Background: an optimization exercise with open tools, aiming at small area and a short achievable clock period. Do not read the settings as production practice. Where RTL was checked, it was by simulation tests only, not by an equivalence proof against the original. Power figures rest on the tool's default switching activity, not on a simulated workload.

==> flow/design.v <==
`timescale 1ns / 1ps
module Microprocessor(
    input clk,
    input reset,                  
    input interrupt,
    input [7:0] data_in,          
    output [7:0] data_out,        
    output [7:0] pm_addr,         
    input [23:0] pm_data,         
    output dm_en,                 
    output dm_we,                 
    output [7:0] dm_addr,         
    output [7:0] dm_wdata,        
    input [7:0] dm_rdata          
    );
reg  [23:0] ins_prv;         
reg  [7:0]  pc_q;            
reg         rst_q;           
reg  [7:0]  ret_q;           
reg         int_q;           
reg         stall_q;         
reg         jt2, jt4;        
reg         ld1;             
reg  [4:0]  op_dec;
reg  [4:0]  RW_dec;
reg  [7:0]  imm;             
reg  [7:0]  AR, BR;          
reg  [4:0]  RW_ex, RW_dm;
reg  [7:0]  ans_ex, ex_out, ans_wb;
reg  [7:0]  dout_q, dm_data_q;
reg  [1:0]  flag_q;          
reg         mem_rw_ex, mem_en_ex, msel_ex, msel_dm;
reg  [7:0]  rf [0:31];
wire [23:0] ins_raw = stall_q ? ins_prv : pm_data;
wire [23:0] ins = reset ? ins_raw : 24'd0;
wire [4:0]  op = ins[23:19];
wire is_cj  = op[4] & op[3] & op[2];
wire is_jmp = (op == 5'b11000);
wire is_ret = (op == 5'b10000);
wire is_ld  = (op == 5'b10100);
wire is_hlt = (op == 5'b10001);
wire stall;
wire mask = is_jmp | is_cj | ld1;
wire [7:0] ret_addr;
wire [31:0] sel_a, sel_b;
wire [7:0] rd_a, rd_b;
Read_Decode dec_a(.idx(ins_raw[13:9]), .sel(sel_a));
Read_Decode dec_b(.idx(ins_raw[8:4]), .sel(sel_b));
genvar gi, gr;
generate for (gi = 0; gi < 8; gi = gi + 1) begin : rdbit
    wire [31:0] col;
    for (gr = 0; gr < 32; gr = gr + 1) begin : row
        assign col[gr] = rf[gr][gi];
    end
    Read_Select rsa(.d(col), .sel(sel_a), .y(rd_a[gi]));
    Read_Select rsb(.d(col), .sel(sel_b), .y(rd_b[gi]));
end endgenerate
wire [7:0] ans_dm = msel_dm ? dm_rdata : ex_out;
wire [4:0] RA_n    = mask ? 5'd0 : ins[13:9];
wire [4:0] RB_n    = ins[8:4];
wire [4:0] RWex_n  = reset ? RW_dec : 5'd0;
wire [4:0] RWdm_n  = reset ? RW_ex : 5'd0;
wire [4:0] RWwb_n  = reset ? RW_dm : 5'd0;
wire       mseldm_n = reset & msel_ex;
wire       immsel_n = ~op[4] & op[3];
wire ea_ex = (RA_n == RWex_n), ea_dm = (RA_n == RWdm_n), ea_wb = (RA_n == RWwb_n);
wire eb_ex = (RB_n == RWex_n), eb_dm = (RB_n == RWdm_n), eb_wb = (RB_n == RWwb_n);
reg sa_ex, sa_x, sa_rd, sa_wb, sa_r;
reg sb_imm, sb_ex, sb_x, sb_rd, sb_wb, sb_r;
always @(posedge clk) begin
    sa_ex <= ea_ex;
    sa_x  <= ~ea_ex & ea_dm & ~mseldm_n;
    sa_rd <= ~ea_ex & ea_dm & mseldm_n;
    sa_wb <= ~ea_ex & ~ea_dm & ea_wb;
    sa_r  <= ~ea_ex & ~ea_dm & ~ea_wb;
    sb_imm <= immsel_n;
    sb_ex <= ~immsel_n & eb_ex;
    sb_x  <= ~immsel_n & ~eb_ex & eb_dm & ~mseldm_n;
    sb_rd <= ~immsel_n & ~eb_ex & eb_dm & mseldm_n;
    sb_wb <= ~immsel_n & ~eb_ex & ~eb_dm & eb_wb;
    sb_r  <= ~immsel_n & ~eb_ex & ~eb_dm & ~eb_wb;
end
wire [7:0] A_e = ({8{sa_ex}} & ans_ex) | ({8{sa_x}} & ex_out) | ({8{sa_wb}} & ans_wb) | ({8{sa_r}} & AR);
wire a_rd = sa_rd;
wire [7:0] B_e = ({8{sb_imm}} & imm) | ({8{sb_ex}} & ans_ex) | ({8{sb_x}} & ex_out) |
                 ({8{sb_wb}} & ans_wb) | ({8{sb_r}} & BR);
wire b_rd = sb_rd;
wire [7:0] A = a_rd ? dm_rdata : A_e;
wire [7:0] B = b_rd ? dm_rdata : B_e;
wire [7:0] ans_tmp;
wire flag_z, flag_c;
wire [7:0] cur_addr;
wire is_addsub = ~op_dec[4] & ~op_dec[2] & ~op_dec[1];
wire f_mov = ~op_dec[4] & (op_dec[2:0] == 3'b010);
wire f_and = ~op_dec[4] & (op_dec[2:0] == 3'b100);
wire f_or  = ~op_dec[4] & (op_dec[2:0] == 3'b101);
wire f_xor = ~op_dec[4] & (op_dec[2:0] == 3'b110);
wire f_not = ~op_dec[4] & (op_dec[2:0] == 3'b111);
wire f_in  = (op_dec == 5'b10110);
wire f_ls  = (op_dec == 5'b11001);
wire f_rs  = (op_dec == 5'b11010) | (op_dec == 5'b11011);
wire f_rsa = (op_dec == 5'b11011);
wire op_j  = op_dec[4] & op_dec[3] & op_dec[2];
wire z_off = (op_dec == 5'b10000) | (op_dec == 5'b10001) | (op_dec == 5'b10100) |
             (op_dec == 5'b10101) | (op_dec == 5'b10111) | (op_dec == 5'b11000);
ALU_Result alu(.A(A), .B(B), .op_dec(op_dec), .data_in(data_in), .ans_ex(ans_ex), .ans_tmp(ans_tmp));
wire zero, cout;
Flag_Unit flags(
    .rdata(dm_rdata), .A_e(A_e), .B_e(B_e), .a_rd(a_rd), .b_rd(b_rd), .data_in(data_in),
    .sub(op_dec[0]), .f_add(is_addsub), .f_mov(f_mov), .f_and(f_and), .f_or(f_or), .f_xor(f_xor),
    .f_not(f_not), .f_in(f_in), .f_ls(f_ls), .f_rs(f_rs), .f_rsa(f_rsa),
    .zero(zero), .cout(cout));
assign flag_z = op_j ? flag_q[1] : (~z_off & zero);
assign flag_c = op_j ? flag_q[0] : (is_addsub & cout);
wire [7:0] addr1, addr0;
wire k_f, en_z, en_c;
Next_Address nxt(
    .ins(ins), .reset(reset), .jt4(jt4), .ld1(ld1), .int_q(int_q),
    .pc_q(pc_q), .rst_q(rst_q), .ret_q(ret_q),
    .op_j(op_j), .z_off(z_off), .f_add(is_addsub), .flag_q(flag_q),
    .stall(stall), .ret_addr(ret_addr), .addr1(addr1), .addr0(addr0),
    .k_f(k_f), .en_z(en_z), .en_c(en_c));
Address_Select asel(
    .zero(zero), .cout(cout), .k_f(k_f), .en_z(en_z), .en_c(en_c),
    .addr1(addr1), .addr0(addr0), .cur_addr(cur_addr));
always @(posedge clk) begin
    ins_prv <= ins_raw;
    pc_q    <= cur_addr;
    rst_q   <= reset;
    ret_q   <= reset ? ret_addr : 8'd0;
    int_q   <= reset & interrupt;
    stall_q <= reset & stall;
    jt2     <= reset & is_cj & ~jt4;
    jt4     <= reset & jt2;
    ld1     <= reset & is_ld & ~ld1;
    op_dec  <= op;
    RW_dec  <= mask ? 5'd0 : ins[18:14];
    imm     <= ins[8:1];
    AR      <= rd_a;
    BR      <= rd_b;
    RW_ex   <= reset ? RW_dec : 5'd0;
    RW_dm   <= reset ? RW_ex : 5'd0;
    ans_ex  <= reset ? ans_tmp : 8'd0;
    ex_out  <= reset ? ans_ex : 8'd0;
    ans_wb  <= reset ? ans_dm : 8'd0;
    dout_q  <= reset ? ((op_dec == 5'b10111) ? A : dout_q) : 8'd0;
    dm_data_q <= B;
    flag_q  <= reset ? {flag_z, flag_c} : 2'd0;
    mem_rw_ex <= reset & op_dec[0];
    mem_en_ex <= reset & (ld1 | (op_dec == 5'b10101));
    msel_ex   <= reset & ld1;
    msel_dm   <= reset & msel_ex;
    rf[RW_dm] <= ans_dm;
end
assign pm_addr  = cur_addr;
assign data_out = dout_q;
assign dm_en    = mem_en_ex;
assign dm_we    = mem_rw_ex;
assign dm_addr  = ans_ex;
assign dm_wdata = dm_data_q;
endmodule
module ALU_Result(
    input  [7:0] A, B,
    input  [4:0] op_dec,
    input  [7:0] data_in,
    input  [7:0] ans_ex,
    output [7:0] ans_tmp
    );
wire sub = op_dec[0];
wire [7:0] sum = A + (B ^ {8{sub}}) + {7'd0, sub};
wire big = |B[7:3];
wire fill = op_dec[1] & op_dec[0] & A[7];
wire [15:0] rsh = {{8{fill}}, A} >> B[2:0];
wire [7:0] shr = big ? {8{fill}} : rsh[7:0];
wire [7:0] shl = big ? 8'd0 : (A << B[2:0]);
reg [7:0] res;
always @* begin
    casez (op_dec)
        5'b0?000, 5'b0?001: res = sum;
        5'b0?010: res = B;
        5'b0?100: res = A & B;
        5'b0?101: res = A | B;
        5'b0?110: res = A ^ B;
        5'b0?111: res = ~B;
        5'b1010?: res = A;
        5'b10110: res = data_in;
        5'b11001: res = shl;
        5'b11010, 5'b11011: res = shr;
        5'b10000, 5'b10001, 5'b10111, 5'b11000, 5'b111??: res = ans_ex;
        default:  res = 8'd0;
    endcase
end
assign ans_tmp = res;
endmodule
module Flag_Unit(
    input  [7:0] rdata,
    input  [7:0] A_e, B_e,
    input        a_rd, b_rd,
    input  [7:0] data_in,
    input        sub, f_add, f_mov, f_and, f_or, f_xor, f_not, f_in, f_ls, f_rs, f_rsa,
    output       zero, cout
    );
wire [7:0] a = a_rd ? rdata : A_e;
wire [7:0] b = b_rd ? rdata : B_e;
wire [7:0] bx = b ^ {8{sub}};
wire [7:0] kin = {a[6:0] | bx[6:0], sub};
wire [7:0] zt  = a ^ bx ^ kin;
wire [2:0] s = b[2:0];
wire nb = ~|b[7:3];
wire [7:0] ls_keep, rs_keep;    
genvar i;
generate for (i = 0; i < 8; i = i + 1) begin : sh
    assign ls_keep[i] = nb & (s <= 7 - i);
    assign rs_keep[i] = (nb & (s <= i)) | ((i == 7) ? f_rsa : 1'b0);
end endgenerate
wire [7:0] t = ({8{f_add}} & zt) |
               ({8{f_mov}} & b) |
               ({8{f_and}} & a & b) |
               ({8{f_or}}  & (a | b)) |
               ({8{f_xor}} & (a ^ b)) |
               ({8{f_not}} & ~b) |
               ({8{f_in}}  & data_in) |
               ({8{f_ls}}  & a & ls_keep) |
               ({8{f_rs}}  & a & rs_keep);
assign zero = ~|t;
wire [7:0] g = a & bx;
wire [7:0] p = a | bx;
wire g0 = g[0] | (p[0] & sub);
wire g10 = g[1] | (p[1] & g0);
wire g32 = g[3] | (p[3] & g[2]);
wire p32 = p[3] & p[2];
wire g54 = g[5] | (p[5] & g[4]);
wire p54 = p[5] & p[4];
wire g76 = g[7] | (p[7] & g[6]);
wire p76 = p[7] & p[6];
wire g30 = g32 | (p32 & g10);
wire g74 = g76 | (p76 & g54);
wire p74 = p76 & p54;
assign cout = g74 | (p74 & g30);
endmodule
module Next_Address(
    input  [23:0] ins,
    input        reset, jt4, ld1, int_q,
    input  [7:0] pc_q,
    input        rst_q,
    input  [7:0] ret_q,
    input        op_j, z_off, f_add,
    input  [1:0] flag_q,
    output       stall,
    output [7:0] ret_addr,
    output [7:0] addr1, addr0,
    output       k_f, en_z, en_c
    );
wire [4:0] op = ins[23:19];
wire is_cj  = op[4] & op[3] & op[2];
wire is_jmp = (op == 5'b11000);
wire is_ret = (op == 5'b10000);
wire is_ld  = (op == 5'b10100);
wire is_hlt = (op == 5'b10001);
assign stall = (is_cj & ~jt4) | (is_ld & ~ld1) | is_hlt;
wire [7:0] next_addr = rst_q ? pc_q + 8'd1 : 8'd0;
assign ret_addr = int_q ? next_addr : ret_q;
wire [7:0] seq_addr  = stall ? pc_q : next_addr;
wire [7:0] jmp_loc   = is_ret ? ret_addr : (int_q ? 8'hf0 : ins[7:0]);
wire       uncond    = is_jmp | is_ret | int_q;
wire tk1   = uncond | (is_cj & ~ins[19]);   
wire tk0   = uncond | (is_cj &  ins[19]);   
assign addr1 = reset ? (tk1 ? jmp_loc : seq_addr) : 8'd0;
assign addr0 = reset ? (tk0 ? jmp_loc : seq_addr) : 8'd0;
assign k_f  = op_j & (ins[20] ? flag_q[1] : flag_q[0]);
assign en_z = ~op_j & ins[20] & ~z_off;
assign en_c = ~op_j & ~ins[20] & f_add;
endmodule
module Address_Select(
    input        zero, cout, k_f, en_z, en_c,
    input  [7:0] addr1, addr0,
    output [7:0] cur_addr
    );
wire fsel = k_f | (en_z & zero) | (en_c & cout);
assign cur_addr = fsel ? addr1 : addr0;
endmodule
module Read_Decode(input [4:0] idx, output [31:0] sel);
assign sel = 32'd1 << idx;
endmodule
module Read_Select(input [31:0] d, input [31:0] sel, output y);
assign y = |(d & sel);
endmodule
export LEC_CHECK = 0
export CAP_MARGIN = 20
export CORE_MARGIN = 2
export CORE_UTILIZATION = 70
export SETUP_SLACK_MARGIN = 5.0
export SLEW_MARGIN = 20
export SYNTH_HIERARCHICAL = 1
create_clock -name core_clock -period 12.5 [get_ports {clk}]
run.sh (not shown) runs the stock make flow with config.mk's settings and CLKGATE_MAP_FILE= SYNTH_SCRIPT=/design/flow/synth_recipe.tcl, a recipe that flattens the netlist after the stock synthesis.
Edit:
--- a/flow/design.v
+++ b/flow/design.v
@@ -102,29 +102,19 @@
 wire f_rsa = (op_dec == 5'b11011);
 wire op_j  = op_dec[4] & op_dec[3] & op_dec[2];
 wire z_off = (op_dec == 5'b10000) | (op_dec == 5'b10001) | (op_dec == 5'b10100) |
              (op_dec == 5'b10101) | (op_dec == 5'b10111) | (op_dec == 5'b11000);
 ALU_Result alu(.A(A), .B(B), .op_dec(op_dec), .data_in(data_in), .ans_ex(ans_ex), .ans_tmp(ans_tmp));
-wire zero, cout;
 Flag_Unit flags(
     .rdata(dm_rdata), .A_e(A_e), .B_e(B_e), .a_rd(a_rd), .b_rd(b_rd), .data_in(data_in),
     .sub(op_dec[0]), .f_add(is_addsub), .f_mov(f_mov), .f_and(f_and), .f_or(f_or), .f_xor(f_xor),
     .f_not(f_not), .f_in(f_in), .f_ls(f_ls), .f_rs(f_rs), .f_rsa(f_rsa),
-    .zero(zero), .cout(cout));
-assign flag_z = op_j ? flag_q[1] : (~z_off & zero);
-assign flag_c = op_j ? flag_q[0] : (is_addsub & cout);
-wire [7:0] addr1, addr0;
-wire k_f, en_z, en_c;
+    .op_j(op_j), .z_off(z_off), .flag_q(flag_q), .flag_z(flag_z), .flag_c(flag_c));
 Next_Address nxt(
-    .ins(ins), .reset(reset), .jt4(jt4), .ld1(ld1), .int_q(int_q),
+    .ins(ins), .flag_z(flag_z), .flag_c(flag_c), .reset(reset), .jt4(jt4), .ld1(ld1), .int_q(int_q),
     .pc_q(pc_q), .rst_q(rst_q), .ret_q(ret_q),
-    .op_j(op_j), .z_off(z_off), .f_add(is_addsub), .flag_q(flag_q),
-    .stall(stall), .ret_addr(ret_addr), .addr1(addr1), .addr0(addr0),
-    .k_f(k_f), .en_z(en_z), .en_c(en_c));
-Address_Select asel(
-    .zero(zero), .cout(cout), .k_f(k_f), .en_z(en_z), .en_c(en_c),
-    .addr1(addr1), .addr0(addr0), .cur_addr(cur_addr));
+    .stall(stall), .ret_addr(ret_addr), .cur_addr(cur_addr));
 always @(posedge clk) begin
     ins_prv <= ins_raw;
     pc_q    <= cur_addr;
     rst_q   <= reset;
     ret_q   <= reset ? ret_addr : 8'd0;
@@ -196,11 +186,13 @@
     input  [7:0] rdata,
     input  [7:0] A_e, B_e,
     input        a_rd, b_rd,
     input  [7:0] data_in,
     input        sub, f_add, f_mov, f_and, f_or, f_xor, f_not, f_in, f_ls, f_rs, f_rsa,
-    output       zero, cout
+    input        op_j, z_off,
+    input  [1:0] flag_q,
+    output       flag_z, flag_c
     );
 wire [7:0] a = a_rd ? rdata : A_e;
 wire [7:0] b = b_rd ? rdata : B_e;
 wire [7:0] bx = b ^ {8{sub}};
 wire [7:0] kin = {a[6:0] | bx[6:0], sub};
@@ -220,11 +212,11 @@
                ({8{f_xor}} & (a ^ b)) |
                ({8{f_not}} & ~b) |
                ({8{f_in}}  & data_in) |
                ({8{f_ls}}  & a & ls_keep) |
                ({8{f_rs}}  & a & rs_keep);
-assign zero = ~|t;
+wire zero = ~|t;
 wire [7:0] g = a & bx;
 wire [7:0] p = a | bx;
 wire g0 = g[0] | (p[0] & sub);
 wire g10 = g[1] | (p[1] & g0);
 wire g32 = g[3] | (p[3] & g[2]);
@@ -234,24 +226,24 @@
 wire g76 = g[7] | (p[7] & g[6]);
 wire p76 = p[7] & p[6];
 wire g30 = g32 | (p32 & g10);
 wire g74 = g76 | (p76 & g54);
 wire p74 = p76 & p54;
-assign cout = g74 | (p74 & g30);
+wire cout = g74 | (p74 & g30);
+assign flag_z = op_j ? flag_q[1] : (~z_off & zero);
+assign flag_c = op_j ? flag_q[0] : (f_add & cout);
 endmodule
 module Next_Address(
     input  [23:0] ins,
+    input        flag_z, flag_c,
     input        reset, jt4, ld1, int_q,
     input  [7:0] pc_q,
     input        rst_q,
     input  [7:0] ret_q,
-    input        op_j, z_off, f_add,
-    input  [1:0] flag_q,
     output       stall,
     output [7:0] ret_addr,
-    output [7:0] addr1, addr0,
-    output       k_f, en_z, en_c
+    output [7:0] cur_addr
     );
 wire [4:0] op = ins[23:19];
 wire is_cj  = op[4] & op[3] & op[2];
 wire is_jmp = (op == 5'b11000);
 wire is_ret = (op == 5'b10000);
@@ -261,24 +253,15 @@
 wire [7:0] next_addr = rst_q ? pc_q + 8'd1 : 8'd0;
 assign ret_addr = int_q ? next_addr : ret_q;
 wire [7:0] seq_addr  = stall ? pc_q : next_addr;
 wire [7:0] jmp_loc   = is_ret ? ret_addr : (int_q ? 8'hf0 : ins[7:0]);
 wire       uncond    = is_jmp | is_ret | int_q;
+wire fsel  = ins[20] ? flag_z : flag_c;     
 wire tk1   = uncond | (is_cj & ~ins[19]);   
 wire tk0   = uncond | (is_cj &  ins[19]);   
-assign addr1 = reset ? (tk1 ? jmp_loc : seq_addr) : 8'd0;
-assign addr0 = reset ? (tk0 ? jmp_loc : seq_addr) : 8'd0;
-assign k_f  = op_j & (ins[20] ? flag_q[1] : flag_q[0]);
-assign en_z = ~op_j & ins[20] & ~z_off;
-assign en_c = ~op_j & ~ins[20] & f_add;
-endmodule
-module Address_Select(
-    input        zero, cout, k_f, en_z, en_c,
-    input  [7:0] addr1, addr0,
-    output [7:0] cur_addr
-    );
-wire fsel = k_f | (en_z & zero) | (en_c & cout);
+wire [7:0] addr1 = reset ? (tk1 ? jmp_loc : seq_addr) : 8'd0;
+wire [7:0] addr0 = reset ? (tk0 ? jmp_loc : seq_addr) : 8'd0;
 assign cur_addr = fsel ? addr1 : addr0;
 endmodule
 module Read_Decode(input [4:0] idx, output [31:0] sel);
 assign sel = 32'd1 << idx;
 endmodule
Worst setup slack gets worse by 0.32 ns.
Sequential power is about the same.
Design area falls by 0.76%.
Maximum frequency fell by 3.9%.
Synthesized area came out lower by 0.65%.
Die area shrinks by 0.63%.
Total power went down by 1.7%.
Wire length shrinks by 2.2%.
Register-to-register slack is about the same.
For the first run of this note, only the layout was checked, not whether the RTL still works.

## static timing again, ports no longer ideal
No port has a modelled driver above. Below, the same layouts with a new extraction and two added sets of constraints. Step 1, drivers: a clkbuf_16 drives clk and a buf_2 each remaining input, both assumed. Step 2, shift: input delay + t, output delay - t, t = (earliest + latest rising clock arrival at the registers) / 2. This alone moves slack from input paths to output paths. a / b / c = no drivers / after step 1 / after step 2; a / b = the first two.
run	shift t [ns]	setup slack, ns	hold WS [ns]	slew at the worst register clock pin (ns)
the first run	0.583	4.696 / 4.647 / 4.647	0.417 / 0.417 / 0.417	0.07 / 0.07
the second run	0.600	4.380 / 4.331 / 4.331	0.432 / 0.432 / 0.432	0.07 / 0.07
After both steps every run listed still meets setup and hold.
